Background: an optimization exercise with open tools, aiming at small area. Do not read the settings as production practice. In this exercise RTL edits were held to simulation tests only and were not proved equivalent to the original. Power figures rest on the tool's default switching activity, not on a simulated workload.

--- flow/config.mk ---
export PLATFORM = sky130hd
export DESIGN_NAME = fir
export DESIGN_NICKNAME = fir
export VERILOG_FILES = /design/flow/design.v
export SDC_FILE = /design/flow/constraint.sdc
export NUM_CORES = 4
export LEC_CHECK = 0
export CAP_MARGIN = 20
export CORE_MARGIN = 2
export CORE_UTILIZATION = 50
export CTS_BUF_LIST = sky130_fd_sc_hd__clkbuf_4 sky130_fd_sc_hd__clkbuf_8
export GPL_ROUTABILITY_DRIVEN = 0
export GPL_TIMING_DRIVEN = 0
export PLACE_DENSITY = 0.6
export SLEW_MARGIN = 20
export SYNTH_HIERARCHICAL = 1
export SYNTH_MINIMUM_KEEP_SIZE = 0
--- flow/constraint.sdc ---
create_clock -name core_clock -period 6.5 [get_ports {clk}]
set_input_delay 1.3000 -clock core_clock [delete_from_list [all_inputs] [get_ports {clk}]]
set_output_delay 1.3000 -clock core_clock [all_outputs]
set_load 0.01 [all_outputs]
--- flow/design.v ---
module dff(clk, reset, d, q);
input clk;
input reset;
input  [15:0] d;
output [15:0] q; 
reg    [15:0] q_r;
always @(posedge clk)
begin
    if(reset)
        q_r <= 0;
    else
        q_r <= d;
end
assign q = q_r; 
endmodule
module fir(clk, din, reset, dout);
input clk;
input signed [7:0] din;
input reset;
output signed [15:0] dout;
reg [7:0] x1;
reg [7:0] x2;
reg [7:0] x3;
reg [7:0] x4;
reg [7:0] x5;
reg [7:0] x6;
reg [7:0] x7;
reg [7:0] x8;
reg [7:0] x9;
reg [7:0] x10;
reg [7:0] x11;
reg [7:0] x12;
wire [1:0] rn, rp;
iv ri0 (.a(reset), .y(rn[0]));
iv rj0 (.a(rn[0]), .y(rp[0]));
iv ri1 (.a(reset), .y(rn[1]));
iv rj1 (.a(rn[1]), .y(rp[1]));
wire [7:0] d1;
an r1 (.a(rn[0]), .b(din[0]), .y(d1[0]));
an r2 (.a(rn[0]), .b(din[1]), .y(d1[1]));
an r3 (.a(rn[0]), .b(din[2]), .y(d1[2]));
an r4 (.a(rn[0]), .b(din[3]), .y(d1[3]));
an r5 (.a(rn[1]), .b(din[4]), .y(d1[4]));
an r6 (.a(rn[1]), .b(din[5]), .y(d1[5]));
an r7 (.a(rn[1]), .b(din[6]), .y(d1[6]));
an r8 (.a(rn[1]), .b(din[7]), .y(d1[7]));
wire [7:0] d2;
nd r9 (.a(rn[0]), .b(x1[0]), .y(d2[0]));
nd r10 (.a(rn[0]), .b(x1[1]), .y(d2[1]));
nd r11 (.a(rn[0]), .b(x1[2]), .y(d2[2]));
nd r12 (.a(rn[0]), .b(x1[3]), .y(d2[3]));
nd r13 (.a(rn[1]), .b(x1[4]), .y(d2[4]));
nd r14 (.a(rn[1]), .b(x1[5]), .y(d2[5]));
nd r15 (.a(rn[1]), .b(x1[6]), .y(d2[6]));
an r16 (.a(rn[1]), .b(x1[7]), .y(d2[7]));
wire [7:0] d3;
nr r17 (.a(rp[0]), .b(x2[0]), .y(d3[0]));
nr r18 (.a(rp[0]), .b(x2[1]), .y(d3[1]));
nr r19 (.a(rp[0]), .b(x2[2]), .y(d3[2]));
nr r20 (.a(rp[0]), .b(x2[3]), .y(d3[3]));
nr r21 (.a(rp[1]), .b(x2[4]), .y(d3[4]));
nr r22 (.a(rp[1]), .b(x2[5]), .y(d3[5]));
nr r23 (.a(rp[1]), .b(x2[6]), .y(d3[6]));
nd r24 (.a(rn[1]), .b(x2[7]), .y(d3[7]));
wire [7:0] d4;
nd r25 (.a(rn[0]), .b(x3[0]), .y(d4[0]));
nd r26 (.a(rn[0]), .b(x3[1]), .y(d4[1]));
nd r27 (.a(rn[0]), .b(x3[2]), .y(d4[2]));
nd r28 (.a(rn[0]), .b(x3[3]), .y(d4[3]));
nd r29 (.a(rn[1]), .b(x3[4]), .y(d4[4]));
nd r30 (.a(rn[1]), .b(x3[5]), .y(d4[5]));
nd r31 (.a(rn[1]), .b(x3[6]), .y(d4[6]));
nr r32 (.a(rp[1]), .b(x3[7]), .y(d4[7]));
wire [7:0] d5;
nr r33 (.a(rp[0]), .b(x4[0]), .y(d5[0]));
nr r34 (.a(rp[0]), .b(x4[1]), .y(d5[1]));
nr r35 (.a(rp[0]), .b(x4[2]), .y(d5[2]));
nr r36 (.a(rp[0]), .b(x4[3]), .y(d5[3]));
nr r37 (.a(rp[1]), .b(x4[4]), .y(d5[4]));
nr r38 (.a(rp[1]), .b(x4[5]), .y(d5[5]));
nr r39 (.a(rp[1]), .b(x4[6]), .y(d5[6]));
nd r40 (.a(rn[1]), .b(x4[7]), .y(d5[7]));
wire [7:0] d6;
nd r41 (.a(rn[0]), .b(x5[0]), .y(d6[0]));
nd r42 (.a(rn[0]), .b(x5[1]), .y(d6[1]));
nd r43 (.a(rn[0]), .b(x5[2]), .y(d6[2]));
nd r44 (.a(rn[0]), .b(x5[3]), .y(d6[3]));
nd r45 (.a(rn[1]), .b(x5[4]), .y(d6[4]));
nd r46 (.a(rn[1]), .b(x5[5]), .y(d6[5]));
nd r47 (.a(rn[1]), .b(x5[6]), .y(d6[6]));
nr r48 (.a(rp[1]), .b(x5[7]), .y(d6[7]));
wire [7:0] d7;
nr r49 (.a(rp[0]), .b(x6[0]), .y(d7[0]));
nr r50 (.a(rp[0]), .b(x6[1]), .y(d7[1]));
nr r51 (.a(rp[0]), .b(x6[2]), .y(d7[2]));
nr r52 (.a(rp[0]), .b(x6[3]), .y(d7[3]));
nr r53 (.a(rp[1]), .b(x6[4]), .y(d7[4]));
nr r54 (.a(rp[1]), .b(x6[5]), .y(d7[5]));
nr r55 (.a(rp[1]), .b(x6[6]), .y(d7[6]));
nd r56 (.a(rn[1]), .b(x6[7]), .y(d7[7]));
wire [7:0] d8;
nd r57 (.a(rn[0]), .b(x7[0]), .y(d8[0]));
nd r58 (.a(rn[0]), .b(x7[1]), .y(d8[1]));
nd r59 (.a(rn[0]), .b(x7[2]), .y(d8[2]));
nd r60 (.a(rn[0]), .b(x7[3]), .y(d8[3]));
nd r61 (.a(rn[1]), .b(x7[4]), .y(d8[4]));
nd r62 (.a(rn[1]), .b(x7[5]), .y(d8[5]));
nd r63 (.a(rn[1]), .b(x7[6]), .y(d8[6]));
nr r64 (.a(rp[1]), .b(x7[7]), .y(d8[7]));
wire [7:0] d9;
nr r65 (.a(rp[0]), .b(x8[0]), .y(d9[0]));
nr r66 (.a(rp[0]), .b(x8[1]), .y(d9[1]));
nr r67 (.a(rp[0]), .b(x8[2]), .y(d9[2]));
nr r68 (.a(rp[0]), .b(x8[3]), .y(d9[3]));
nr r69 (.a(rp[1]), .b(x8[4]), .y(d9[4]));
nr r70 (.a(rp[1]), .b(x8[5]), .y(d9[5]));
nr r71 (.a(rp[1]), .b(x8[6]), .y(d9[6]));
nd r72 (.a(rn[1]), .b(x8[7]), .y(d9[7]));
wire [7:0] d10;
nd r73 (.a(rn[0]), .b(x9[0]), .y(d10[0]));
nd r74 (.a(rn[0]), .b(x9[1]), .y(d10[1]));
nd r75 (.a(rn[0]), .b(x9[2]), .y(d10[2]));
nd r76 (.a(rn[0]), .b(x9[3]), .y(d10[3]));
nd r77 (.a(rn[1]), .b(x9[4]), .y(d10[4]));
nd r78 (.a(rn[1]), .b(x9[5]), .y(d10[5]));
nd r79 (.a(rn[1]), .b(x9[6]), .y(d10[6]));
nr r80 (.a(rp[1]), .b(x9[7]), .y(d10[7]));
wire [7:0] d11;
nr r81 (.a(rp[0]), .b(x10[0]), .y(d11[0]));
nr r82 (.a(rp[0]), .b(x10[1]), .y(d11[1]));
nr r83 (.a(rp[0]), .b(x10[2]), .y(d11[2]));
nr r84 (.a(rp[0]), .b(x10[3]), .y(d11[3]));
nr r85 (.a(rp[1]), .b(x10[4]), .y(d11[4]));
nr r86 (.a(rp[1]), .b(x10[5]), .y(d11[5]));
nr r87 (.a(rp[1]), .b(x10[6]), .y(d11[6]));
nd r88 (.a(rn[1]), .b(x10[7]), .y(d11[7]));
wire [7:0] d12;
nd r89 (.a(rn[0]), .b(x11[0]), .y(d12[0]));
nd r90 (.a(rn[0]), .b(x11[1]), .y(d12[1]));
an r91 (.a(rn[0]), .b(x11[2]), .y(d12[2]));
nd r92 (.a(rn[0]), .b(x11[3]), .y(d12[3]));
nd r93 (.a(rn[1]), .b(x11[4]), .y(d12[4]));
nd r94 (.a(rn[1]), .b(x11[5]), .y(d12[5]));
nd r95 (.a(rn[1]), .b(x11[6]), .y(d12[6]));
nr r96 (.a(rp[1]), .b(x11[7]), .y(d12[7]));
always @(posedge clk) begin
  x1 <= d1;
  x2 <= d2;
  x3 <= d3;
  x4 <= d4;
  x5 <= d5;
  x6 <= d6;
  x7 <= d7;
  x8 <= d8;
  x9 <= d9;
  x10 <= d10;
  x11 <= d11;
  x12 <= d12;
end
wire s1;
wire c2;
wire s3;
wire c4;
wire s5;
wire c6;
wire s7;
wire c8;
wire s9;
wire c10;
wire s11;
wire c12;
wire s13;
wire c14;
wire s15;
wire c16;
wire s17;
wire c18;
wire n19;
wire s20;
wire c21;
wire s22;
wire c23;
wire s24;
wire c25;
wire s26;
wire c27;
wire s28;
wire c29;
wire s30;
wire c31;
wire s32;
wire c33;
wire s34;
wire c35;
wire s36;
wire c37;
wire s38;
wire c39;
wire s40;
wire c41;
wire s42;
wire c43;
wire s44;
wire c45;
wire s46;
wire c47;
wire s48;
wire c49;
wire s50;
wire c51;
wire n52;
wire s53;
wire c54;
wire s55;
wire c56;
wire n57;
wire s58;
wire c59;
wire n60;
wire s61;
wire c62;
wire s63;
wire c64;
wire n65;
wire s66;
wire c67;
wire s68;
wire c69;
wire s70;
wire c71;
wire s72;
wire c73;
wire s74;
wire c75;
wire s76;
wire c77;
wire n78;
wire s79;
wire c80;
wire s81;
wire c82;
wire s83;
wire c84;
wire s85;
wire c86;
wire s87;
wire c88;
wire s89;
wire c90;
wire n91;
wire s92;
wire c93;
wire n94;
wire s95;
wire c96;
wire s97;
wire c98;
wire s99;
wire c100;
wire s101;
wire c102;
wire n103;
wire s104;
wire c105;
wire s106;
wire c107;
wire s108;
wire c109;
wire s110;
wire c111;
wire n112;
wire s113;
wire c114;
wire s115;
wire c116;
wire s117;
wire c118;
wire s119;
wire c120;
wire s121;
wire c122;
wire n123;
wire s124;
wire c125;
wire s126;
wire c127;
wire s128;
wire c129;
wire n130;
wire s131;
wire c132;
wire s133;
wire c134;
wire s135;
wire c136;
wire s137;
wire c138;
wire s139;
wire c140;
wire s141;
wire c142;
wire s143;
wire c144;
wire s145;
wire c146;
wire s147;
wire c148;
wire s149;
wire c150;
wire n151;
wire s152;
wire c153;
wire s154;
wire c155;
wire s156;
wire c157;
wire s158;
wire c159;
wire s160;
wire c161;
wire s162;
wire c163;
wire s164;
wire c165;
wire s166;
wire c167;
wire n168;
wire s169;
wire c170;
wire s171;
wire c172;
wire s173;
wire c174;
wire s175;
wire c176;
wire s177;
wire c178;
wire s179;
wire c180;
wire s181;
wire c182;
wire s183;
wire c184;
wire s185;
wire c186;
wire s187;
wire c188;
wire s189;
wire c190;
wire s191;
wire c192;
wire n193;
wire s194;
wire c195;
wire s196;
wire c197;
wire s198;
wire c199;
wire s200;
wire c201;
wire s202;
wire c203;
wire n204;
wire s205;
wire c206;
wire s207;
wire c208;
wire s209;
wire c210;
wire n211;
wire s212;
wire c213;
wire s214;
wire c215;
wire s216;
wire c217;
wire s218;
wire c219;
wire s220;
wire c221;
wire s222;
wire c223;
wire s224;
wire c225;
wire n226;
wire s227;
wire c228;
wire s229;
wire c230;
wire s231;
wire c232;
wire s233;
wire c234;
wire s235;
wire c236;
wire s237;
wire c238;
wire n239;
wire s240;
wire c241;
wire s242;
wire c243;
wire n244;
wire s245;
wire c246;
wire s247;
wire c248;
wire s249;
wire c250;
wire s251;
wire c252;
wire s253;
wire c254;
wire s255;
wire c256;
wire n257;
wire s258;
wire c259;
wire s260;
wire c261;
wire s262;
wire c263;
wire s264;
wire c265;
wire s266;
wire c267;
wire s268;
wire c269;
wire s270;
wire c271;
wire s272;
wire c273;
wire s274;
wire c275;
wire n276;
wire s277;
wire c278;
wire s279;
wire c280;
wire s281;
wire c282;
wire s283;
wire c284;
wire s285;
wire c286;
wire s287;
wire c288;
wire n289;
wire s290;
wire c291;
wire n292;
wire s293;
wire c294;
wire n295;
wire s296;
wire c297;
wire s298;
wire c299;
wire s300;
wire c301;
wire n302;
wire s303;
wire c304;
wire n305;
wire s306;
wire c307;
wire n308;
wire s309;
wire c310;
wire n311;
wire s312;
wire c313;
wire s314;
wire c315;
wire n316;
wire s317;
wire c318;
wire s319;
wire c320;
wire s321;
wire c322;
wire s323;
wire c324;
wire s325;
wire c326;
wire s327;
wire c328;
wire n329;
wire s330;
wire c331;
wire n332;
wire s333;
wire c334;
wire g335;
wire g336;
wire p337;
wire g338;
wire p339;
wire g340;
wire p341;
wire g342;
wire g343;
wire g344;
wire p345;
wire g346;
wire p347;
wire g348;
wire g349;
wire g350;
wire g351;
wire g352;
wire g353;
wire s354;
wire s355;
wire s356;
wire s357;
wire s358;
wire s359;
wire s360;
wire s361;
ha u2 (.a(x3[0]), .b(x9[0]), .s(s1), .co(c2));
fa u4 (.a(x3[1]), .b(x9[1]), .ci(c2), .s(s3), .co(c4));
fa u6 (.a(x3[2]), .b(x9[2]), .ci(c4), .s(s5), .co(c6));
fa u8 (.a(x3[3]), .b(x9[3]), .ci(c6), .s(s7), .co(c8));
fa u10 (.a(x3[4]), .b(x9[4]), .ci(c8), .s(s9), .co(c10));
fa u12 (.a(x3[5]), .b(x9[5]), .ci(c10), .s(s11), .co(c12));
fa u14 (.a(x3[6]), .b(x9[6]), .ci(c12), .s(s13), .co(c14));
fa u16 (.a(x3[7]), .b(x9[7]), .ci(c14), .s(s15), .co(c16));
xr u18 (.a(x4[0]), .b(x8[0]), .y(s17));
nr v18 (.a(x4[0]), .b(x8[0]), .y(c18));
assign n19 = ~c18;
fa u21 (.a(x4[1]), .b(x8[1]), .ci(n19), .s(s20), .co(c21));
fa u23 (.a(x4[2]), .b(x8[2]), .ci(c21), .s(s22), .co(c23));
fa u25 (.a(x4[3]), .b(x8[3]), .ci(c23), .s(s24), .co(c25));
fa u27 (.a(x4[4]), .b(x8[4]), .ci(c25), .s(s26), .co(c27));
fa u29 (.a(x4[5]), .b(x8[5]), .ci(c27), .s(s28), .co(c29));
fa u31 (.a(x4[6]), .b(x8[6]), .ci(c29), .s(s30), .co(c31));
fa u33 (.a(x4[7]), .b(x8[7]), .ci(c31), .s(s32), .co(c33));
ha u35 (.a(x5[0]), .b(x7[0]), .s(s34), .co(c35));
fa u37 (.a(x5[1]), .b(x7[1]), .ci(c35), .s(s36), .co(c37));
fa u39 (.a(x5[2]), .b(x7[2]), .ci(c37), .s(s38), .co(c39));
fa u41 (.a(x5[3]), .b(x7[3]), .ci(c39), .s(s40), .co(c41));
fa u43 (.a(x5[4]), .b(x7[4]), .ci(c41), .s(s42), .co(c43));
fa u45 (.a(x5[5]), .b(x7[5]), .ci(c43), .s(s44), .co(c45));
fa u47 (.a(x5[6]), .b(x7[6]), .ci(c45), .s(s46), .co(c47));
fa u49 (.a(x5[7]), .b(x7[7]), .ci(c47), .s(s48), .co(c49));
fa u51 (.a(x12[0]), .b(x6[0]), .ci(s17), .s(s50), .co(c51));
assign n52 = ~s50;
fa u54 (.a(s1), .b(n52), .ci(din[0]), .s(s53), .co(c54));
xr u56 (.a(x12[1]), .b(x1[0]), .y(s55));
nr v56 (.a(x12[1]), .b(x1[0]), .y(c56));
assign n57 = ~x6[1];
fa u59 (.a(x2[0]), .b(x10[0]), .ci(n57), .s(s58), .co(c59));
assign n60 = ~x11[0];
fa u62 (.a(n60), .b(s55), .ci(s34), .s(s61), .co(c62));
fa u64 (.a(s3), .b(s20), .ci(s61), .s(s63), .co(c64));
assign n65 = ~c51;
fa u67 (.a(s58), .b(n65), .ci(din[1]), .s(s66), .co(c67));
fa u69 (.a(c54), .b(s63), .ci(s66), .s(s68), .co(c69));
fa u71 (.a(x12[2]), .b(x2[1]), .ci(x10[1]), .s(s70), .co(c71));
fa u73 (.a(x1[1]), .b(x11[1]), .ci(x6[2]), .s(s72), .co(c73));
fa u75 (.a(x6[0]), .b(c56), .ci(s17), .s(s74), .co(c75));
fa u77 (.a(c59), .b(s70), .ci(s36), .s(s76), .co(c77));
assign n78 = ~s72;
fa u80 (.a(n78), .b(c62), .ci(din[2]), .s(s79), .co(c80));
fa u82 (.a(s74), .b(s5), .ci(s76), .s(s81), .co(c82));
fa u84 (.a(s22), .b(c67), .ci(s79), .s(s83), .co(c84));
fa u86 (.a(c64), .b(s81), .ci(c69), .s(s85), .co(c86));
xr u88 (.a(s83), .b(s85), .y(s87));
nr v88 (.a(s83), .b(s85), .y(c88));
fa u90 (.a(x12[3]), .b(x1[2]), .ci(x11[2]), .s(s89), .co(c90));
assign n91 = ~x6[3];
fa u93 (.a(x2[2]), .b(x10[2]), .ci(n91), .s(s92), .co(c93));
assign n94 = ~c73;
fa u96 (.a(x6[1]), .b(s1), .ci(n94), .s(s95), .co(c96));
fa u98 (.a(c71), .b(s92), .ci(c75), .s(s97), .co(c98));
fa u100 (.a(s34), .b(s89), .ci(s20), .s(s99), .co(c100));
fa u102 (.a(s95), .b(c77), .ci(s38), .s(s101), .co(c102));
assign n103 = ~s99;
fa u105 (.a(din[3]), .b(c80), .ci(n103), .s(s104), .co(c105));
fa u107 (.a(s97), .b(s24), .ci(c82), .s(s106), .co(c107));
fa u109 (.a(s7), .b(s101), .ci(c84), .s(s108), .co(c109));
fa u111 (.a(s104), .b(s106), .ci(s108), .s(s110), .co(c111));
assign n112 = ~c88;
fa u114 (.a(c86), .b(n112), .ci(s110), .s(s113), .co(c114));
fa u116 (.a(x12[4]), .b(x1[3]), .ci(x11[3]), .s(s115), .co(c116));
fa u118 (.a(x2[3]), .b(x10[3]), .ci(x6[2]), .s(s117), .co(c118));
fa u120 (.a(x6[4]), .b(c90), .ci(s115), .s(s119), .co(c120));
fa u122 (.a(c93), .b(s117), .ci(din[4]), .s(s121), .co(c122));
assign n123 = ~s36;
fa u125 (.a(s3), .b(n123), .ci(c98), .s(s124), .co(c125));
fa u127 (.a(s119), .b(c100), .ci(s22), .s(s126), .co(c127));
fa u129 (.a(s121), .b(s40), .ci(s124), .s(s128), .co(c129));
assign n130 = ~s126;
fa u132 (.a(c96), .b(c102), .ci(n130), .s(s131), .co(c132));
fa u134 (.a(c105), .b(s26), .ci(c107), .s(s133), .co(c134));
fa u136 (.a(s9), .b(s128), .ci(c109), .s(s135), .co(c136));
fa u138 (.a(s131), .b(s133), .ci(c111), .s(s137), .co(c138));
fa u140 (.a(s135), .b(c114), .ci(s137), .s(s139), .co(c140));
fa u142 (.a(x12[5]), .b(x1[4]), .ci(x11[4]), .s(s141), .co(c142));
fa u144 (.a(x2[4]), .b(x10[4]), .ci(x6[3]), .s(s143), .co(c144));
fa u146 (.a(s34), .b(c116), .ci(s141), .s(s145), .co(c146));
fa u148 (.a(c118), .b(s143), .ci(din[5]), .s(s147), .co(c148));
fa u150 (.a(x6[5]), .b(c120), .ci(s145), .s(s149), .co(c150));
assign n151 = ~s38;
fa u153 (.a(s5), .b(n151), .ci(c122), .s(s152), .co(c153));
fa u155 (.a(s24), .b(s149), .ci(c127), .s(s154), .co(c155));
fa u157 (.a(s147), .b(s152), .ci(s42), .s(s156), .co(c157));
fa u159 (.a(c125), .b(c129), .ci(c132), .s(s158), .co(c159));
fa u161 (.a(s11), .b(s28), .ci(c134), .s(s160), .co(c161));
fa u163 (.a(s156), .b(c136), .ci(s158), .s(s162), .co(c163));
fa u165 (.a(s160), .b(c138), .ci(s162), .s(s164), .co(c165));
fa u167 (.a(c140), .b(s164), .ci(s139), .s(s166), .co(c167));
assign n168 = ~s166;
ha u170 (.a(s154), .b(n168), .s(s169), .co(c170));
fa u172 (.a(x12[6]), .b(x1[5]), .ci(x11[5]), .s(s171), .co(c172));
fa u174 (.a(x2[5]), .b(x6[0]), .ci(x6[4]), .s(s173), .co(c174));
fa u176 (.a(x6[6]), .b(c142), .ci(s171), .s(s175), .co(c176));
fa u178 (.a(x10[5]), .b(c144), .ci(din[6]), .s(s177), .co(c178));
fa u180 (.a(s36), .b(c146), .ci(s175), .s(s179), .co(c180));
fa u182 (.a(s173), .b(c148), .ci(s177), .s(s181), .co(c182));
fa u184 (.a(c150), .b(s40), .ci(s179), .s(s183), .co(c184));
fa u186 (.a(s7), .b(c153), .ci(s181), .s(s185), .co(c186));
fa u188 (.a(s26), .b(c155), .ci(s183), .s(s187), .co(c188));
fa u190 (.a(s44), .b(c157), .ci(c159), .s(s189), .co(c190));
fa u192 (.a(s13), .b(s30), .ci(c161), .s(s191), .co(c192));
assign n193 = ~s187;
fa u195 (.a(s185), .b(n193), .ci(c163), .s(s194), .co(c195));
fa u197 (.a(s191), .b(c165), .ci(s194), .s(s196), .co(c197));
fa u199 (.a(s189), .b(s196), .ci(c167), .s(s198), .co(c199));
xr u201 (.a(x12[7]), .b(x1[6]), .y(s200));
nr v201 (.a(x12[7]), .b(x1[6]), .y(c201));
fa u203 (.a(x2[6]), .b(x10[6]), .ci(x6[5]), .s(s202), .co(c203));
assign n204 = ~s200;
fa u206 (.a(x11[6]), .b(x6[7]), .ci(n204), .s(s205), .co(c206));
fa u208 (.a(x6[1]), .b(c174), .ci(s202), .s(s207), .co(c208));
fa u210 (.a(c172), .b(din[7]), .ci(c176), .s(s209), .co(c210));
assign n211 = ~s205;
fa u213 (.a(n211), .b(s207), .ci(c178), .s(s212), .co(c213));
fa u215 (.a(s38), .b(c180), .ci(s209), .s(s214), .co(c215));
fa u217 (.a(c182), .b(s212), .ci(s9), .s(s216), .co(c217));
fa u219 (.a(s42), .b(c184), .ci(s214), .s(s218), .co(c219));
fa u221 (.a(s28), .b(c188), .ci(s218), .s(s220), .co(c221));
fa u223 (.a(c186), .b(s46), .ci(c190), .s(s222), .co(c223));
fa u225 (.a(s15), .b(s32), .ci(c192), .s(s224), .co(c225));
assign n226 = ~s220;
fa u228 (.a(s216), .b(n226), .ci(c195), .s(s227), .co(c228));
fa u230 (.a(s222), .b(s227), .ci(c197), .s(s229), .co(c230));
fa u232 (.a(s224), .b(s229), .ci(c199), .s(s231), .co(c232));
fa u234 (.a(x1[7]), .b(x2[7]), .ci(x10[7]), .s(s233), .co(c234));
fa u236 (.a(x6[2]), .b(x6[6]), .ci(c201), .s(s235), .co(c236));
fa u238 (.a(c203), .b(s233), .ci(s235), .s(s237), .co(c238));
assign n239 = ~c208;
fa u241 (.a(x11[7]), .b(c206), .ci(n239), .s(s240), .co(c241));
fa u243 (.a(c210), .b(s40), .ci(s240), .s(s242), .co(c243));
assign n244 = ~c215;
fa u246 (.a(s237), .b(c213), .ci(n244), .s(s245), .co(c246));
fa u248 (.a(s242), .b(s44), .ci(c219), .s(s247), .co(c248));
fa u250 (.a(s11), .b(c217), .ci(s245), .s(s249), .co(c250));
fa u252 (.a(s30), .b(s247), .ci(c221), .s(s251), .co(c252));
fa u254 (.a(s249), .b(c33), .ci(s48), .s(s253), .co(c254));
fa u256 (.a(c16), .b(c223), .ci(c225), .s(s255), .co(c256));
assign n257 = ~s251;
fa u259 (.a(n257), .b(s253), .ci(c228), .s(s258), .co(c259));
fa u261 (.a(s255), .b(s258), .ci(c230), .s(s260), .co(c261));
fa u263 (.a(x6[3]), .b(x6[7]), .ci(c236), .s(s262), .co(c263));
fa u265 (.a(c234), .b(s262), .ci(c238), .s(s264), .co(c265));
fa u267 (.a(c241), .b(s42), .ci(c243), .s(s266), .co(c267));
fa u269 (.a(s264), .b(c246), .ci(s13), .s(s268), .co(c269));
fa u271 (.a(s266), .b(s46), .ci(c248), .s(s270), .co(c271));
fa u273 (.a(c250), .b(c49), .ci(s268), .s(s272), .co(c273));
fa u275 (.a(s32), .b(s270), .ci(c252), .s(s274), .co(c275));
assign n276 = ~s274;
fa u278 (.a(s272), .b(n276), .ci(c256), .s(s277), .co(c278));
fa u280 (.a(c254), .b(c259), .ci(s277), .s(s279), .co(c280));
fa u282 (.a(x6[4]), .b(c263), .ci(c265), .s(s281), .co(c282));
fa u284 (.a(s44), .b(c267), .ci(c33), .s(s283), .co(c284));
fa u286 (.a(s281), .b(s15), .ci(c269), .s(s285), .co(c286));
fa u288 (.a(s48), .b(c271), .ci(s283), .s(s287), .co(c288));
assign n289 = ~c275;
fa u291 (.a(c273), .b(s285), .ci(n289), .s(s290), .co(c291));
assign n292 = ~s287;
fa u294 (.a(n292), .b(s290), .ci(c278), .s(s293), .co(c294));
assign n295 = ~s46;
fa u297 (.a(x6[5]), .b(c282), .ci(n295), .s(s296), .co(c297));
fa u299 (.a(c16), .b(s296), .ci(c286), .s(s298), .co(c299));
fa u301 (.a(c49), .b(c284), .ci(c288), .s(s300), .co(c301));
assign n302 = ~s300;
fa u304 (.a(s298), .b(c291), .ci(n302), .s(s303), .co(c304));
assign n305 = ~s48;
fa u307 (.a(x6[6]), .b(n305), .ci(c297), .s(s306), .co(c307));
assign n308 = ~c301;
fa u310 (.a(s306), .b(c299), .ci(n308), .s(s309), .co(c310));
assign n311 = ~x6[7];
xr u313 (.a(n311), .b(c49), .y(s312));
nr v313 (.a(n311), .b(c49), .y(c313));
xr u315 (.a(s312), .b(c307), .y(s314));
nr v315 (.a(s312), .b(c307), .y(c315));
assign n316 = ~s198;
ha u318 (.a(c170), .b(n316), .s(s317), .co(c318));
xr u320 (.a(c232), .b(s260), .y(s319));
nr v320 (.a(c232), .b(s260), .y(c320));
xr u322 (.a(c261), .b(s279), .y(s321));
nr v322 (.a(c261), .b(s279), .y(c322));
xr u324 (.a(c280), .b(s293), .y(s323));
nr v324 (.a(c280), .b(s293), .y(c324));
xr u326 (.a(c294), .b(s303), .y(s325));
nr v326 (.a(c294), .b(s303), .y(c326));
xr u328 (.a(c304), .b(s309), .y(s327));
nr v328 (.a(c304), .b(s309), .y(c328));
assign n329 = ~c310;
ha u331 (.a(s314), .b(n329), .s(s330), .co(c331));
assign n332 = ~c313;
ha u334 (.a(n332), .b(c315), .s(s333), .co(c334));
assign g335 = 1'b0 | (~s231 & c318);
assign g336 = c322 | (s321 & c320);
assign p337 = s321 & s319;
assign g338 = c326 | (s325 & c324);
assign p339 = s325 & s323;
assign g340 = c331 | (s330 & c328);
assign p341 = s330 & s327;
assign g342 = c320 | (s319 & g335);
assign g343 = g336 | (p337 & g335);
assign g344 = c328 | (s327 & g338);
assign p345 = s327 & p339;
assign g346 = g340 | (p341 & g338);
assign p347 = p341 & p339;
assign g348 = c324 | (s323 & g343);
assign g349 = g338 | (p339 & g343);
assign g350 = g344 | (p345 & g343);
assign g351 = g346 | (p347 & g343);
assign g352 = c334 | (s333 & g351);
assign g353 = c334 | (s333 & g351);
xr w354 (.a(s231), .b(c318), .y(s354));
xn w355 (.a(s319), .b(g335), .y(s355));
xn w356 (.a(s321), .b(g342), .y(s356));
xn w357 (.a(s323), .b(g343), .y(s357));
xn w358 (.a(s325), .b(g348), .y(s358));
xn w359 (.a(s327), .b(g349), .y(s359));
xn w360 (.a(s330), .b(g350), .y(s360));
xn w361 (.a(s333), .b(g351), .y(s361));
reg [15:0] y;
wire [15:0] dy;
nr r97 (.a(rp[0]), .b(s53), .y(dy[0]));
nr r98 (.a(rp[0]), .b(s68), .y(dy[1]));
an r99 (.a(rn[0]), .b(s87), .y(dy[2]));
nr r100 (.a(rp[0]), .b(s113), .y(dy[3]));
an r101 (.a(rn[0]), .b(s139), .y(dy[4]));
an r102 (.a(rn[0]), .b(s169), .y(dy[5]));
an r103 (.a(rn[0]), .b(s317), .y(dy[6]));
nr r104 (.a(rp[0]), .b(s354), .y(dy[7]));
nr r105 (.a(rp[1]), .b(s355), .y(dy[8]));
nr r106 (.a(rp[1]), .b(s356), .y(dy[9]));
nr r107 (.a(rp[1]), .b(s357), .y(dy[10]));
nr r108 (.a(rp[1]), .b(s358), .y(dy[11]));
nr r109 (.a(rp[1]), .b(s359), .y(dy[12]));
nr r110 (.a(rp[1]), .b(s360), .y(dy[13]));
nr r111 (.a(rp[1]), .b(s361), .y(dy[14]));
nr r112 (.a(rp[1]), .b(g352), .y(dy[15]));
always @(posedge clk) begin
  y <= dy;
end
assign dout = y;
endmodule
module fa(a, b, ci, s, co);
input a, b, ci;
output s, co;
assign s = a ^ b ^ ci;
assign co = (a & b) | (a & ci) | (b & ci);
endmodule
module iv(a, y);
input a;
output y;
assign y = ~a;
endmodule
module xr(a, b, y);
input a, b;
output y;
assign y = a ^ b;
endmodule
module xn(a, b, y);
input a, b;
output y;
assign y = ~(a ^ b);
endmodule
module nr(a, b, y);
input a, b;
output y;
assign y = ~(a | b);
endmodule
module nd(a, b, y);
input a, b;
output y;
assign y = ~(a & b);
endmodule
module an(a, b, y);
input a, b;
output y;
assign y = a & b;
endmodule
module og(a, b, y);
input a, b;
output y;
assign y = a | b;
endmodule
module ha(a, b, s, co);
input a, b;
output s, co;
assign s = a ^ b;
assign co = a & b;
endmodule
--- flow/flow/run.sh ---
#!/bin/bash
# Layout flow: the standard flow (standard.sh, unchanged synthesis), with
# the ports buffered by the smallest buffer and no dummy loads on the clock tree.
set -euo pipefail
bash standard.sh \
  BUFFER_PORTS_ARGS="-buffer_cell sky130_fd_sc_hd__buf_1" \
  CTS_ARGS="-sink_clustering_enable -repair_clock_nets -buf_list {sky130_fd_sc_hd__clkbuf_4 sky130_fd_sc_hd__clkbuf_8} -dont_use_dummy_load" \
  finish > flow.log 2>&1
--- flow/standard.sh ---
#!/bin/bash
# synth_recipe.tcl (not shown) runs the flow's synth.tcl, then flattens the netlist and writes it again
# the make line also repeats each setting of config.mk as NAME=value (left out here)
make -C /OpenROAD-flow-scripts/flow DESIGN_CONFIG=/design/flow/config.mk WORK_HOME=/design/flow/orfs CLKGATE_MAP_FILE= SYNTH_SCRIPT=/design/flow/synth_recipe.tcl "${@:-finish}"
==> results of run 1 <==
layer usage:
| layer | vias up | GRT usage (%) | part of all wire, % |
|---|---|---|---|
| met4 | 0 | 7.398 | 2.0 |
| met2 | 37 | 33.65 | 54 |
| met5 | - | 0 | 0 |
| met1 | 1658 | 23.34 | 40 |
| met3 | 17 | 5.731 | 3.3 |
| li1 | 1430 | - | - |
modules after synthesis, one instance, submodules excluded, excerpt:
module,cells inside,times used
fa,1,134
ha,1,6
xr,1,12
an,1,14
nd,1,46
nr,1,63
worst paths after layout:
kind	cells after the start	slack, ns	start	to
worst max register to register	20	0.23	x8[0]	y[14]
worst min register to register	1	0.38	x11[5]	x12[5]
worst max-delay path	20	0.23	x8[0]	y[14]
worst min-delay path	1	0.38	x11[5]	x12[5]
state kept, by name (all words and copies together), names as in the netlist:
name  cells
y        16
x7        8
x10       8
x6        8
x1        8
x2        8
x11       8
x3        8
x9        8
x12       8
x5        8
x4        8
x8        8
synthesized netlist by cell type:
cell type  instances  share of area (%)
a31o_2             1               0.15
nand2_1           47                3.0
nor2_1            64                4.0
or2_2              1               0.11
and2_1            14                1.5
nand3b_1           1               0.13
nor3_1             1              0.084
o21ai_0            2               0.17
fa_1             134                 45
nand2b_1           1               0.11
xor2_1            12                1.8
a21o_2             1               0.15
or3_1              1               0.11
nand4_1            1               0.11
nand4b_1           1               0.15
dfxtp_1          112                 38
a211oi_2           1               0.21
a21o_1             1               0.13
inv_1             37                2.3
nor2b_1            1               0.11
o32a_1             1               0.17
a21oi_1            2               0.17
a22oi_1            1               0.13
ha_1               6                1.3
xnor2_1            7                1.0
worst max-delay path, stage by stage (launching register included):
cell and delay [ns]:
dfxtp_1 0.34, nor2_1 0.10, inv_1 0.06, fa_1 0.41, fa_1 0.40, fa_2 0.37, fa_2 0.37, fa_2 0.35
fa_2 0.35, fa_2 0.39, fa_1 0.47, fa_1 0.39, fa_1 0.49, inv_1 0.05, fa_1 0.50, xor2_2 0.24
a211oi_2 0.23, nor2_1 0.08, or3_1 0.33, xnor2_1 0.16, nor2_1 0.06
where the power goes:
group / leakage [nW] / internal [mW] / total (mW) / switching [mW]
registers: 0.912 / 0.746 / 0.761 / 0.0153
logic: 1.52 / 0.715 / 1.42 / 0.703
clock network: 0.0647 / 0.125 / 0.326 / 0.201
repair_timing:
item | in CTS | in global routing
setup buffers | 2 | 3
resized for setup | 18 | 15
setup endpoints to repair | 5 | 5
pin swaps | 4 | 5
cell type report:
type	count	area, um^2
Inverter	37	138.9
Timing Repair Buffer	30	131.4
Multi-Input combinational cell	302	3652
Tap cell	143	178.9
Sequential cell	112	2245
Fill cell	981	5046
Clock buffer	9	123.9
cells by family after synthesis:
| group | synth area share, % |
|---|---|
| AO/OA/AOI/OAI | 1.265 |
| flip-flops | 37.77 |
| adder cells (fa/ha/maj) | 46.45 |
| XOR/XNOR | 2.803 |
| AND/OR/NAND/NOR | 9.379 |
| buffers and inverters | 2.339 |
stage by stage:
step	utilization (%)	std cells	hold slack [ns]	TNS, ns
2_1_floorplan	-	451	0.3579	0
3_3_place_gp	53.92	619	0.3651	-0.4509
3_5_place_dp	53.92	619	0.3738	-0.8451
4_1_cts	55.63	630	0.3883	0
5_1_grt	56.18	633	0.3957	0
6_report	56.18	633	0.3790	0
placed cells by master, fill, tap and decap left out, drive strengths merged:
cell / count
fa: 134
dfxtp: 112
nor2: 64
nand2: 47
inv: 37
buf: 30
and2: 14
xor2: 12
clkbuf: 9
xnor2: 7
ha: 6
o21ai: 2
a21oi: 2
a21o: 2
nor2b: 1
nand4b: 1
nand4: 1
a211oi: 1
or3: 1
nand3b: 1
nand2b: 1
nor3: 1
a22oi: 1
a31o: 1
or2: 1
o32a: 1
==> flow_summary.yaml, run 1 <==
outcome:
  outcome: "no timing/DRC/antenna violations"
cts:
  cts_tree: "done"
  clock_latency_ns: 0.39
  numCtsBuffers: 9
  numClockSinks: 112
  clk_transition_reported_paths_ns: 0.10
  cts_hold_buf: 0
  cts_root_buffer: "clkbuf_8"
  clockBufferDepth: 2
  htree_levels: 3
floorplanning:
  die_y_um: 113.0
  die_w_um: 113.0
  io_pins: 26
  std_cell_rows: 39
  dieArea_mm2: 0.01276
  start_util_pct: 51.55
  core_region_area_mm2: 0.01152
pwr:
  power_density_mw_per_mm2: 387.2
  p_leak_nw: 2.498
  ir_drop_mv: 0.2786
  power_mw: 2.505
drt:
  viasPerCell: 4.964
  first_pass_iters: 15
  postRouteAntennaNets: 0
  vias: 3142
  wirelength_um: 10570
  wl_per_cell_um: 16.70
  drt_first_iter_violations: 152
  drc: 0
global_route:
  grt_overflow_total: 0
  grt_max_degree: 34
  grt_pass1_wl_um: 18310
  grt_pass1_vias: 3671
  grt_use_total_pct: 19.51
  antenna_found_initial: 0
timing:
  finalSetupViolCount: 0
  finalCritPeriodShare_pct: 96.51
  max-slew-margin-rel_pct: 35.24
  drv_slew: 0
  hold_violations: 0
  rsz0062_at_grt: "false"
  fin_crit_ns: 6.273
  tightest_slew_ns: 0.9703
  max_freq_mhz: 159.4
  fin_worst_skew_ns: 0.01841
  setup_ws_ns: 0.2270
setup_path:
  critPathRequiredTime_ns: 6.74
  arrival_ns: 6.51
  path_class: "reg -> reg"
  end_kind: "flop"
  cp-start-kind: "flop"
  worstPathMaxFanout: 5
finish:
  drive_gt1_share_pct: 10.41
  n_antenna_cell: 0
  nets: 642
  syn2layout_area_growth_pct: 8.978
  final_cell_area_mm2: 0.006470
synth:
  yosys_warnings: 7
  syn_inst: 451
  avgSynthCellArea_um2: 13.16
  yosysSeqAreaShare_pct: 37.77
  syn-num-nets: 601
  syn_area_mm2: 0.005937
  ys_types: 25
  ys_ff_latch: 112
placement:
  hpwlAfterDp_um: 8923
  pre_cts_slack_ns: -0.2549
  place_area_mm2: 0.006210
  place.port_buffers: 25
min_path:
  hold_path.class: "reg -> reg"
flow_run:
  maxCapViolations: 0
==> inputs of run 2 (changes only) <==
--- a/flow/config.mk
+++ b/flow/config.mk
@@ -8,9 +8,10 @@
 export CAP_MARGIN = 20
 export CORE_MARGIN = 2
-export CORE_UTILIZATION = 50
+export CORE_UTILIZATION = 60
 export CTS_BUF_LIST = sky130_fd_sc_hd__clkbuf_4 sky130_fd_sc_hd__clkbuf_8
 export GPL_ROUTABILITY_DRIVEN = 0
 export GPL_TIMING_DRIVEN = 0
-export PLACE_DENSITY = 0.6
+export PLACE_DENSITY = 0.7
+export SETUP_SLACK_MARGIN = -0.3
 export SLEW_MARGIN = 20
 export SYNTH_HIERARCHICAL = 1
==> run 2 against run 1 <==
Net effect: the layout now fails its checks (setup timing); register-to-register slack got worse by 0.26 ns; setup slack got worse by 0.26 ns; critical path depth shrank 2; critical path type unchanged; critical endpoint unchanged; largest power group unchanged; highest routed layer unchanged.
==> flow_summary.yaml, run 2 <==
synth:
  async_flop_share_pct: 0
  synth-adder-area-share_pct: 46.45
  synth.area.mux_share_pct: 0
  yosysTopAreaCell: "fa_1"
  synth_ff_type: "dfxtp_1"
  synth_edf_count: 0
  syn_inst: 451
  synth_area_leaders: "fa_1 (45%), dfxtp_1 (38%), nor2_1 (4.0%)"
  synth_compound_area_share_pct: 1.264
  yosys.area_share.xor_xnor_pct: 2.803
  synth.most_common_cell: "fa_1"
  synthSimpleGateAreaFrac_pct: 9.378
  ys_types: 25
  ys_ff_latch: 112
  syn-num-nets: 601
  synth.top_cell.area_share_pct: 45.18
  yosysSeqAreaShare_pct: 37.77
  avgSynthCellArea_um2: 13.16
  ys_top_cells_by_count: "fa_1 (134), dfxtp_1 (112), nor2_1 (64), nand2_1 (47), inv_1 (37)"
  syn_area_mm2: 0.005937
  yosys_warnings: 7
  synth_top_family_by_area: "adder cells"
global_route:
  grt_use_total_pct: 21.11
  top_usage_layer: "met2"
  grt_pass1_wl_um: 15980
  grt_max_degree: 34
  use_met2_pct: 33.15
  antenna_found_initial: 0
  met1_usage_pct: 30.03
  grt_overflow_total: 0
  grt_use_met3_pct: 4.570
  grt_pass1_vias: 3214
floorplanning:
  std_cell_rows: 36
  die_w_um: 103.5
  core_region_area_mm2: 0.009684
  io_pins: 26
  die_y_um: 103.5
  dieArea_mm2: 0.01071
  start_util_pct: 61.30
cts:
  cts_root_buffer: "clkbuf_8"
  numClockSinks: 112
  clockBufferDepth: 2
  clk_transition_reported_paths_ns: 0.11
  cts_tree: "done"
  cts_hold_buf: 0
  numCtsBuffers: 9
  clock_latency_ns: 0.38
  htree_levels: 3
min_path:
  hold_path.class: "reg -> reg"
setup_path:
  reg2reg_to: "y[14]"
  critPathRequiredTime_ns: 6.72
  regToRegStartpoint: "x3[0]"
  worstPathMaxFanout: 4
  r2r_setup_slack_ns: -0.03
  arrival_ns: 6.75
  cp-start-kind: "flop"
  cp-endpoint: "y[14]"
  worstSetupStartpoint: "x3[0]"
  worstRegToRegCells: 18
  end_kind: "flop"
  path_class: "reg -> reg"
pwr:
  power_density_mw_per_mm2: 374.3
  p_leak_nw: 2.499
  power_mw: 2.381
  ir_drop_mv: 0.3207
finish:
  largest_register_ffs: 16
  final_common_cell: "fa_1"
  regMostFlops: "y"
  nets: 638
  multiInputGateArea_mm2: 0.003587
  n_antenna_cell: 0
  final_cell_mix: "fa_1 (131), dfxtp_1 (112), nor2_1 (64), nand2_1 (47), inv_1 (37)"
  drive_gt1_share_pct: 4.321
  syn2layout_area_growth_pct: 7.123
  register_area_mm2: 0.002242
  final_cell_area_mm2: 0.006360
  num-fill-cells: 744
timing:
  max-slew-margin-rel_pct: 35.13
  max_freq_mhz: 153.1
  finalSetupViolCount: 2
  fin_worst_skew_ns: 0.03122
  tightest_slew_ns: 0.9720
  hold_violations: 0
  fin_hold_ws_ns: 0.3770
  fin_crit_ns: 6.534
  drv_slew: 0
  finalCritPeriodShare_pct: 100.5
  setup_ws_ns: -0.03377
flow_run:
  maxCapViolations: 0
drt:
  drt_first_iter_violations: 112
  postRouteAntennaNets: 0
  drc: 0
  first_pass_iters: 4
  wl_per_cell_um: 16.09
  viasPerCell: 4.974
  vias: 3079
  wirelength_um: 9960
placement:
  pre_cts_slack_ns: -0.2296
  hpwlAfterDp_um: 8603
  place_area_mm2: 0.006197
  place.port_buffers: 25
outcome:
  outcome: "failed layout checks"
  violations: "setup timing"
[run 2: cell types whose count changed in the layout (fill, tap and decap cells not counted)]
cell and change:
fa_1 +22, ha_2 -1, buf_4 -4, ha_1 +1, xor2_2 -1, dfxtp_2 -2
xor2_1 +1, fa_2 -22, dfxtp_1 +2
[run 2: repair_timing]
item | CTS | global route
setup buffers | 0 | 1
gates resized for setup | 0 | 7
setup endpoints to repair | 0 | 4
[run 2: worst min-delay path by stage]
stage                     cells after the start     end   start
after floorplan                               1  x12[0]  x11[0]
after global placement                        1   x8[0]   x7[0]
after detailed placement                      1  x12[0]  x11[0]
after CTS                                     1   x2[3]   x1[3]
after global routing                          1   x2[3]   x1[3]
final                                         1   x2[3]   x1[3]
[run 2: modules after synthesis, one instance, submodules excluded]
module	cell area, um^2	flops+latches
an	6.256	0
fa	20.02	0
fir	2501	112
ha	12.51	0
iv	3.754	0
nd	3.754	0
nr	3.754	0
xn	8.758	0
xr	8.758	0
[run 2: metrics by stage]
step | std cells | TNS (ns) | util, %
6_report | 619 | -0.04790 | 65.67
5_1_grt | 619 | -1.160 | 65.67
4_1_cts | 618 | -0.7890 | 65.27
3_5_place_dp | 609 | -0.7019 | 63.99
3_3_place_gp | 609 | -0.3007 | 63.99
2_1_floorplan | 451 | 0 | -
[run 2: power by group]
part           total [mW]  switching [mW]  internal [mW]
logic                1.30           0.665          0.634
registers           0.761          0.0152          0.746
clock network       0.321           0.196          0.125
total                2.38           0.876           1.50
[run 2: metal layers]
metal / wire length [um] / share of wire (%) / vias up
met5: 0 / 0 / -
met4: 171 / 1.7 / 0
met3: 294 / 3.0 / 13
met2: 4969 / 50 / 49
met1: 4525 / 45 / 1590
li1: - / - / 1427
[run 2: logic make-up (layout without fill, tap and decap cells)]
logic type / count (synthesis) / count (layout)
simple gates: 133 / 133
buf+inv: 37 / 72
fa+ha+maj: 140 / 140
xor+xnor: 19 / 19
compound gates: 10 / 10
flops: 112 / 112
[run 2: worst max-delay path, stage by stage (launching register included)]
cell and delay (ns):
dfxtp_1 0.33, ha_1 0.21, fa_1 0.39, fa_1 0.40, fa_1 0.43, fa_1 0.45
fa_2 0.49, fa_1 0.46, fa_1 0.39, fa_1 0.39, fa_1 0.39, fa_1 0.51
fa_1 0.46, xor2_2 0.23, a21oi_2 0.15, a21oi_1 0.12, or3_1 0.38, xnor2_1 0.16
nor2_1 0.06
[run 2: final cells by class]
cell class	count	share of cell area [%]
Inverter	37	2.184
Multi-Input combinational cell	302	56.40
Timing Repair Buffer	26	1.594
Sequential cell	112	35.25
Clock buffer	9	1.948
Tap cell	133	2.617
==> inputs of run 3 (changes only) <==
--- a/flow/config.mk
+++ b/flow/config.mk
@@ -13,5 +13,5 @@
 export GPL_TIMING_DRIVEN = 0
 export PLACE_DENSITY = 0.7
-export SETUP_SLACK_MARGIN = -0.3
+export SETUP_SLACK_MARGIN = -0.1
 export SLEW_MARGIN = 20
 export SYNTH_HIERARCHICAL = 1
==> run 3 against run 2 <==
Net effect: now clean on timing, DRC and antenna; design area rose by 0.51%; sequential power barely moved; total power rose by 0.57%; maximum frequency rose by 2.2%; clock power barely moved; sequential cell count did not move; first-iteration DRC count fell by 5.4%; clock skew fell by 0.00055 ns; wire length rose by 0.52%; synthesized cell count did not move; largest cell class unchanged.
==> flow_summary.yaml, run 3 <==
cts:
  clock_latency_ns: 0.38
  clk_transition_reported_paths_ns: 0.11
  htree_levels: 3
  clockBufferDepth: 2
  cts_root_buffer: "clkbuf_8"
  numCtsBuffers: 9
  numClockSinks: 112
  cts_tree: "done"
pwr:
  p_leak_nw: 2.497
  pwr-share-seq_pct: 31.8
  combPwrFrac_pct: 54.8
  p_switching_uw: 887.0
  switching_share_pct: 37.05
  power_density_mw_per_mm2: 374.6
  ir_drop_mv: 0.3297
  power_frac_clock_pct: 13.4
  internal-power_mw: 1.507
  power_mw: 2.394
drt:
  drc: 0
  top_layer: "met4"
  wl_met2_um: 4951
  viasPerCell: 4.963
  drt_first_iter_violations: 106
  first_pass_iters: 5
  wirelength_um: 10010
  met1_length_um: 4607
  wl_met3_um: 275
  vias: 3077
  wl_per_cell_um: 16.15
  postRouteAntennaNets: 0
setup_path:
  worstPathMaxFanout: 4
  critPathRequiredTime_ns: 6.72
  arrival_ns: 6.61
  end_kind: "flop"
  path_class: "reg -> reg"
  cp-start-kind: "flop"
finish:
  regMostFlops: "y"
  largest_register_ffs: 16
  drive_gt1_share_pct: 6.571
  final_cell_area_mm2: 0.006392
  final_cell_count_no_fill: 620
  syn2layout_area_growth_pct: 7.671
  nets: 639
  final_cell_mix: "fa_1 (123), dfxtp_1 (111), nor2_1 (64), nand2_1 (47), inv_1 (37)"
  final_common_cell: "fa_1"
  n_antenna_cell: 0
timing:
  drv_slew: 0
  rsz0062_at_grt: "true"
  hold_violations: 0
  max_freq_mhz: 156.5
  fin_crit_ns: 6.391
  tns_ns: 0
  fin_worst_skew_ns: 0.03066
  finalSetupViolCount: 0
  setup_ws_ns: 0.1088
  max-slew-margin-rel_pct: 33.89
  finalCritPeriodShare_pct: 98.33
  tightest_slew_ns: 0.9905
synth:
  syn-num-nets: 601
  yosysSeqAreaShare_pct: 37.77
  synth_area_leaders: "fa_1 (45%), dfxtp_1 (38%), nor2_1 (4.0%)"
  synth_edf_count: 0
  ys_types: 25
  synth_ff_type: "dfxtp_1"
  syn_area_mm2: 0.005937
  async_flop_share_pct: 0
  syn_inst: 451
  avgSynthCellArea_um2: 13.16
  yosysTopAreaCell: "fa_1"
  yosys_warnings: 7
  ys_top_cells_by_count: "fa_1 (134), dfxtp_1 (112), nor2_1 (64), nand2_1 (47), inv_1 (37)"
  synth.most_common_cell: "fa_1"
  synth.top_cell.area_share_pct: 45.18
  ys_ff_latch: 112
floorplanning:
  start_util_pct: 61.30
  io_pins: 26
  dieArea_mm2: 0.01071
  die_w_um: 103.5
  die_y_um: 103.5
  std_cell_rows: 36
  core_region_area_mm2: 0.009684
placement:
  placed_cells: 609
  hpwlAfterDp_um: 8603
  place_area_mm2: 0.006197
  pre_cts_slack_ns: -0.2296
  place.port_buffers: 25
global_route:
  grt_use_total_pct: 21.22
  grt_pass1_wl_um: 16080
  grt_pass1_vias: 3243
  antenna_found_initial: 0
  grt_overflow_total: 0
  grt_max_degree: 34
flow_run:
  maxCapViolations: 0
outcome:
  outcome: "no timing/DRC/antenna violations"
min_path:
  hold_path.class: "reg -> reg"
## run 3: power by group through the flow
stage	Clock, mW	Sequential, mW	Combinational, mW
after CTS	0.334	0.762	1.30
after detailed placement	0	0.778	1.26
after global placement	0	0.776	1.24
final	0.321	0.761	1.31
after global routing	0.358	0.767	1.52
after floorplan	0	0.797	1.04
## run 3: cell type report
cell class                 instances  area [um^2]
timing repair buffer              27        108.9
tap                              133        166.4
inverter                          37        138.9
fill                             741         3292
sequential                       112         2243
multi-input combinational        302         3611
clock buffer                       9        123.9
## run 3: metrics by stage
stage          hold WS [ns]  util, %
2_1_floorplan        0.3579        -
3_3_place_gp         0.3670    63.99
3_5_place_dp         0.3663    63.99
4_1_cts              0.3824    65.58
5_1_grt              0.3999    66.01
6_report             0.3775    66.01
## run 3: layer usage
layer  global-route usage [%]  vias up
met2                    33.40       42
met3                    4.570       15
li1                         -     1430
met4                    6.579        0
met1                    30.15     1590
met5                        0        -
## run 3: critical path: stages, from the launching register on
cell and delay, ns:
dfxtp_1 0.32, ha_1 0.21, fa_2 0.56, fa_1 0.44, fa_1 0.39, fa_1 0.39
fa_1 0.39, fa_1 0.40, fa_2 0.35, fa_1 0.38, fa_2 0.35, fa_1 0.46
fa_1 0.53, xor2_2 0.23, a21oi_2 0.18, a21oi_2 0.10, or3_1 0.37, xnor2_1 0.14
nor2_1 0.06
## run 3: path summary, 6_finish.rpt
path               from     to  slack (ns)  cells past startpoint
setup / recovery  x5[0]  y[14]        0.11                     18
setup reg to reg  x5[0]  y[14]        0.11                     18
hold reg to reg   x1[3]  x2[3]        0.38                      1
hold / removal    x1[3]  x2[3]        0.38                      1
## run 3: cells by family (layout without fill, tap and decap cells)
group / count (synthesis) / in the layout / share of synthesized area [%]
simple gates: 133 / 133 / 9.379
fa+ha+maj: 140 / 140 / 46.45
buf+inv: 37 / 73 / 2.339
compound gates: 10 / 10 / 1.265
xor+xnor: 19 / 19 / 2.803
flops: 112 / 112 / 37.77
## run 3: per-module statistics from Yosys, one instance, submodules excluded
module,flops+latches,area [um^2]
an,0,6.256
iv,0,3.754
xn,0,8.758
fir,112,2501
nd,0,3.754
nr,0,3.754
fa,0,20.02
xr,0,8.758
ha,0,12.51
## run 3: timing repair
action / CTS / global route
setup buffers: 1 / 1
resized for setup: 6 / 11
hold buffers: 0 / 0
pin swaps: 1 / 4
setup endpoints to repair: 3 / 5
==> inputs of run 4 (changes only) <==
--- a/flow/config.mk
+++ b/flow/config.mk
@@ -13,5 +13,4 @@
 export GPL_TIMING_DRIVEN = 0
 export PLACE_DENSITY = 0.7
-export SETUP_SLACK_MARGIN = -0.1
 export SLEW_MARGIN = 20
 export SYNTH_HIERARCHICAL = 1
==> run 4 against run 3 <==
Net effect: still clean; design area grew 0.41%; critical path depth shrank 1; sequential share of layout area shrank 0.12 points; sequential cell count is the same; maximum frequency grew 1.7%; worst hold slack lost 0.0011 ns; register-to-register slack gained 0.11 ns; clock skew is essentially flat.
==> flow_summary.yaml, run 4 <==
drt:
  wirelength_um: 10020
  met1_length_um: 4509
  wl_per_cell_um: 16.17
  first_pass_iters: 4
  postRouteAntennaNets: 0
  drc: 0
  vias: 3077
  drt_first_iter_violations: 97
  wl_met3_um: 384
  viasPerCell: 4.963
  wl_met2_um: 4971
  top_layer: "met4"
finish:
  drive_gt1_share_pct: 8.830
  n_antenna_cell: 0
  num-fill-cells: 745
  final_cell_mix: "fa_1 (113), dfxtp_1 (110), nor2_1 (64), nand2_1 (47), inv_1 (37)"
  final_common_cell: "fa_1"
  largest_register_ffs: 16
  final_cell_area_mm2: 0.006419
  syn2layout_area_growth_pct: 8.114
  nets: 639
  regMostFlops: "y"
cts:
  cts_tree: "done"
  numCtsBuffers: 9
  clockBufferDepth: 2
  clock_latency_ns: 0.38
  htree_levels: 3
  cts_root_buffer: "clkbuf_8"
  clk_transition_reported_paths_ns: 0.11
  numClockSinks: 112
timing:
  tightest_slew_ns: 0.9654
  rsz0062_at_grt: "true"
  finalSetupViolCount: 0
  drv_slew: 0
  finalCritPeriodShare_pct: 96.71
  hold_violations: 0
  max-slew-margin-rel_pct: 35.57
  fin_crit_ns: 6.286
  max_freq_mhz: 159.1
  fin_worst_skew_ns: 0.03029
  fin_hold_ws_ns: 0.3765
floorplanning:
  dieArea_mm2: 0.01071
  die_w_um: 103.5
  io_pins: 26
  start_util_pct: 61.30
  std_cell_rows: 36
  die_y_um: 103.5
  core_region_area_mm2: 0.009684
synth:
  yosysSeqAreaShare_pct: 37.77
  async_flop_share_pct: 0
  yosys.area_share.xor_xnor_pct: 2.803
  synth.top_cell.area_share_pct: 45.18
  synthSimpleGateAreaFrac_pct: 9.378
  synth_top_family_by_area: "adder cells"
  synth-adder-area-share_pct: 46.45
  syn_area_mm2: 0.005937
  synth.area.mux_share_pct: 0
  syn_inst: 451
  yosys_warnings: 7
  synth_ff_type: "dfxtp_1"
  synth_area_leaders: "fa_1 (45%), dfxtp_1 (38%), nor2_1 (4.0%)"
  yosysTopAreaCell: "fa_1"
  avgSynthCellArea_um2: 13.16
  synth_edf_count: 0
  syn-num-nets: 601
  synth.most_common_cell: "fa_1"
  ys_ff_latch: 112
  synth_compound_area_share_pct: 1.264
  ys_top_cells_by_count: "fa_1 (134), dfxtp_1 (112), nor2_1 (64), nand2_1 (47), inv_1 (37)"
  ys_types: 25
flow_run:
  maxCapViolations: 0
global_route:
  grt_overflow_total: 0
  grt_max_degree: 34
  grt_use_total_pct: 21.24
  grt_pass1_vias: 3245
  antenna_found_initial: 0
  grt_pass1_wl_um: 16090
setup_path:
  arrival_ns: 6.50
  worstPathMaxFanout: 4
  end_kind: "flop"
  critPathRequiredTime_ns: 6.72
  cp-start-kind: "flop"
  path_class: "reg -> reg"
pwr:
  power_density_mw_per_mm2: 373.4
  ir_drop_mv: 0.3292
  p_leak_nw: 2.489
min_path:
  hold_path.class: "reg -> reg"
placement:
  hpwlAfterDp_um: 8603
  place.port_buffers: 25
  place_area_mm2: 0.006197
outcome:
  outcome: "no timing/DRC/antenna violations"
[run 4: area by class of cell]
class | instances | area [um^2] | share of cell area, %
flip-flops and latches | 112 | 2245 | 34.97
clock buffers | 9 | 123.9 | 1.930
multi-input cells | 302 | 3636 | 56.65
well taps | 133 | 166.4 | 2.593
repair buffers | 27 | 108.9 | 1.696
inverters | 37 | 138.9 | 2.164
[run 4: cells by family (layout without fill, tap and decap cells)]
group,count (synthesis),in the layout
AOI/OAI and AO/OA,10,10
DFF,112,112
xor gates and xnor gates,19,19
and+or+nand+nor,133,133
adders and majority gates,140,140
buffers and inverters,37,73
[run 4: timing repair]
action	CTS	global route
setup buffers	1	1
gates resized for setup	14	14
endpoints found under the setup margin	5	5
pin swaps	3	5
hold buffers	0	0
[run 4: per-stage QoR]
stage / power (mW) / utilization, % / TNS, ns / worst slack (ns) / std cells
6_report: 2.396 / 66.28 / 0 / 0.2140 / 620
3_5_place_dp: 2.037 / 63.99 / -0.7019 / -0.2296 / 609
5_1_grt: 2.644 / 66.28 / -0.03177 / -0.03177 / 620
2_1_floorplan: 1.836 / - / 0 / 0.2437 / 451
3_3_place_gp: 2.019 / 63.99 / -0.3007 / -0.1220 / 609
4_1_cts: 2.412 / 65.84 / 0 / 0.001189 / 619
[run 4: Yosys stat by module (local to each module, per instance), excerpt]
module  cells inside  area, um^2  flip-flops and latches  copies in the design
an                 1       6.256                       0                    14
fa                 1       20.02                       0                   134
fir              165        2501                     112                     1
ha                 1       12.51                       0                     6
iv                 1       3.754                       0                     4
nd                 1       3.754                       0                    46
xn                 1       8.758                       0                     7
xr                 1       8.758                       0                    12
[run 4: path summary, 6_finish.rpt]
check	start	to	slack (ns)	depth (start not counted)
worst max-delay path	x3[0]	y[14]	0.21	17
worst min-delay path	x1[3]	x2[3]	0.38	1
worst max register to register	x3[0]	y[14]	0.21	17
worst min register to register	x1[3]	x2[3]	0.38	1
[run 4: where the power goes]
part	internal, mW	switching, mW
Combinational	0.638	0.676
Clock	0.125	0.197
Sequential	0.746	0.0152
Total	1.51	0.888
[run 4: critical path, stage by stage (launching register included)]
cell	delay (ns)
dfxtp_1	0.33
ha_1	0.22
fa_1	0.39
fa_1	0.40
fa_1	0.43
fa_2	0.39
fa_2	0.35
fa_2	0.61
fa_1	0.45
fa_1	0.49
fa_1	0.57
fa_1	0.46
xor2_2	0.23
a21oi_2	0.18
a21oi_2	0.10
or3_1	0.37
xnor2_1	0.14
nor2_1	0.06
[run 4: per-layer routing]
metal / up-vias / global-route usage, %
li1: 1429 / -
met1: 1586 / 30.18
met2: 51 / 33.45
met3: 11 / 4.570
met4: 0 / 6.579
met5: - / 0
==> inputs of run 5 (changes only) <==
--- a/flow/config.mk
+++ b/flow/config.mk
@@ -13,4 +13,5 @@
 export GPL_TIMING_DRIVEN = 0
 export PLACE_DENSITY = 0.7
+export SETUP_SLACK_MARGIN = -0.15
 export SLEW_MARGIN = 20
 export SYNTH_HIERARCHICAL = 1
==> run 5 against run 4 <==
Net effect: sequential power barely moved; non-clock buffer count fell by 1; largest cell class unchanged; critical path depth rose by 1; die area did not move; design area fell by 0.57%; critical path type unchanged; critical endpoint unchanged.
==> flow_summary.yaml, run 5 <==
outcome:
  outcome: "no timing/DRC/antenna violations"
drt:
  drt_first_iter_violations: 100
  postRouteAntennaNets: 0
  wl_per_cell_um: 16.12
  vias: 3079
  first_pass_iters: 5
  viasPerCell: 4.974
  drc: 0
  wirelength_um: 9976
pwr:
  power_mw: 2.390
  p_leak_nw: 2.491
  ir_drop_mv: 0.3263
  power_frac_clock_pct: 13.4
  pwr-share-seq_pct: 31.8
  internal-power_mw: 1.507
  switching_share_pct: 36.95
  p_switching_uw: 883.2
  combPwrFrac_pct: 54.7
  power_density_mw_per_mm2: 374.5
timing:
  hold_violations: 0
  max-slew-margin-rel_pct: 35.09
  finalCritPeriodShare_pct: 98.69
  max_freq_mhz: 155.9
  tns_ns: 0
  tightest_slew_ns: 0.9726
  fin_worst_skew_ns: 0.02963
  fin_hold_ws_ns: 0.3770
  setup_ws_ns: 0.08534
  fin_crit_ns: 6.415
  drv_slew: 0
  finalSetupViolCount: 0
finish:
  final_util_pct: 65.90
  nets: 638
  final_cell_count_no_fill: 619
  final_cell_mix: "fa_1 (124), dfxtp_1 (111), nor2_1 (64), nand2_1 (47), inv_1 (37)"
  syn2layout_area_growth_pct: 7.503
  final_cell_area_mm2: 0.006382
  regMostFlops: "y"
  multiInputGateArea_mm2: 0.003608
  final_common_cell: "fa_1"
  n_antenna_cell: 0
  largest_register_ffs: 16
  register_area_mm2: 0.002243
  drive_gt1_share_pct: 6.173
  num-fill-cells: 745
synth:
  ys_types: 25
  syn-num-nets: 601
  async_flop_share_pct: 0
  synth.most_common_cell: "fa_1"
  synth_area_leaders: "fa_1 (45%), dfxtp_1 (38%), nor2_1 (4.0%)"
  synth-adder-area-share_pct: 46.45
  ys_ff_latch: 112
  syn_inst: 451
  synth_top_family_by_area: "adder cells"
  avgSynthCellArea_um2: 13.16
  synthSimpleGateAreaFrac_pct: 9.378
  yosysSeqAreaShare_pct: 37.77
  yosys_warnings: 7
  synth.top_cell.area_share_pct: 45.18
  synth_compound_area_share_pct: 1.264
  synth_ff_type: "dfxtp_1"
  synth_edf_count: 0
  syn_area_mm2: 0.005937
  yosys.area_share.xor_xnor_pct: 2.803
  synth.area.mux_share_pct: 0
  yosysTopAreaCell: "fa_1"
  ys_top_cells_by_count: "fa_1 (134), dfxtp_1 (112), nor2_1 (64), nand2_1 (47), inv_1 (37)"
setup_path:
  path_class: "reg -> reg"
  crit_top_cell: "fa_1"
  cp-start-kind: "flop"
  cp_top_family: "adder cells"
  critPathRequiredTime_ns: 6.72
  slowest_stage: "fa_2"
  worstPathMaxFanout: 4
  cp_num_buf_inv: 0
  end_kind: "flop"
  arrival_ns: 6.63
  max_stage_delay_ns: 0.58
  path_cells: "ha_1 -> fa_2 -> fa_1 -> fa_1 -> fa_1 -> fa_1 -> fa_1 -> fa_2 -> fa_1 -> fa_2 -> fa_1 -> fa_1 -> xor2_2 -> a21oi_2 -> a21oi_2 -> or3_1 -> xnor2_1 -> nor2_1"
floorplanning:
  core_region_area_mm2: 0.009684
  die_w_um: 103.5
  dieArea_mm2: 0.01071
  io_pins: 26
  start_util_pct: 61.30
  die_y_um: 103.5
  std_cell_rows: 36
placement:
  place_area_mm2: 0.006197
  hpwlAfterDp_um: 8603
  place.port_buffers: 25
  pre_cts_slack_ns: -0.2296
  placed_cells: 609
global_route:
  grt_pass1_wl_um: 16040
  grt_overflow_total: 0
  grt_use_total_pct: 21.18
  grt_pass1_vias: 3228
  grt_max_degree: 34
  antenna_found_initial: 0
cts:
  cts_root_buffer: "clkbuf_8"
  numCtsBuffers: 9
  clockBufferDepth: 2
  cts_tree: "done"
  clock_latency_ns: 0.38
  htree_levels: 3
  clk_transition_reported_paths_ns: 0.11
  numClockSinks: 112
min_path:
  hold_path.class: "reg -> reg"
flow_run:
  maxCapViolations: 0
run 5: cell count changes in the layout (fill, tap and decap cells not counted), sizes merged:
cell / previous run / this run
buf: 27 / 26
run 5: final cells by class:
cell class | instances | area share, %
sequential | 112 | 35.15
tap | 133 | 2.607
clock buffer | 9 | 1.941
multi-input combinational | 302 | 56.54
inverter | 37 | 2.176
timing repair buffer | 26 | 1.588
run 5: per-layer routing:
layer  GRT usage (%)  routed length (um)
met3           4.570                 372
met1           30.13                4464
met2           33.30                4962
met4           6.579                 176
met5               0                   0
run 5: worst paths after layout:
kind,cells past startpoint,from,end,slack (ns)
setup / recovery,18,x5[0],y[14],0.09
hold reg to reg,1,x1[3],x2[3],0.38
setup reg to reg,18,x5[0],y[14],0.09
hold / removal,1,x1[3],x2[3],0.38
run 5: cell families after synthesis:
| group | count (synthesis) |
|---|---|
| xor+xnor | 19 |
| buf+inv | 37 |
| flops | 112 |
| simple gates | 133 |
| compound gates | 10 |
| fa+ha+maj | 140 |
run 5: what timing repair did:
item,4_1_cts,5_1_grt
hold endpoints to repair,0,0
hold buffers,0,0
endpoints found under the setup margin,3,5
gates resized for setup,4,12
buffers inserted,0,1
pin swaps,0,4
cloned,0,0
run 5: per-module statistics from Yosys, one instance, submodules excluded:
module,area (um^2),cells,copies in the design
fir,2501,165,1
fa,20.02,1,134
ha,12.51,1,6
xn,8.758,1,7
xr,8.758,1,12
an,6.256,1,14
iv,3.754,1,4
nd,3.754,1,46
nr,3.754,1,63
run 5: power by group through the flow:
stage	Sequential, mW	Clock (mW)	Combinational [mW]
2_1_floorplan	0.797	0	1.04
3_3_place_gp	0.776	0	1.24
3_5_place_dp	0.778	0	1.26
4_1_cts	0.762	0.334	1.29
5_1_grt	0.767	0.358	1.51
6_report	0.761	0.321	1.31

==> separate check: timing with driven ports <==
The results above use ideal ports. As a check the final layouts listed here were re-extracted and re-timed, cells and wires unchanged. Step 1 sets driving cells, clkbuf_16 on the clock port and buf_2 on the other inputs (assumed; they add their load-dependent delay and slew). Step 2 times the ports against the registers' clock, not the clock port: input delays grow and output delays shrink by t, the midpoint of the rising clock arrivals with the driver on. Three values: ideal, step 1, step 2; two values: the first two.
run | t, ns | slack for setup (ns) | clock arrival spread, ns | pins driven straight from the clock port
run 1 | 0.409 | 0.227 / 0.227 / -0.003 | 0.022 / 0.023 | 1
run 2 | 0.394 | -0.034 / -0.034 / -0.034 | 0.035 / 0.035 | 1
run 3 | 0.394 | 0.109 / 0.109 / -0.022 | 0.034 / 0.034 | 1
run 4 | 0.393 | 0.214 / 0.214 / -0.015 | 0.034 / 0.034 | 1
run 5 | 0.394 | 0.085 / 0.085 / -0.021 | 0.033 / 0.033 | 1
Met with ideal ports but missed after step 2: setup timing in run 1, run 3, run 4 and run 5. For run 1, which loses most, drivers alone change the setup slack by 0.000 ns; drivers and shift together by -0.230 ns.
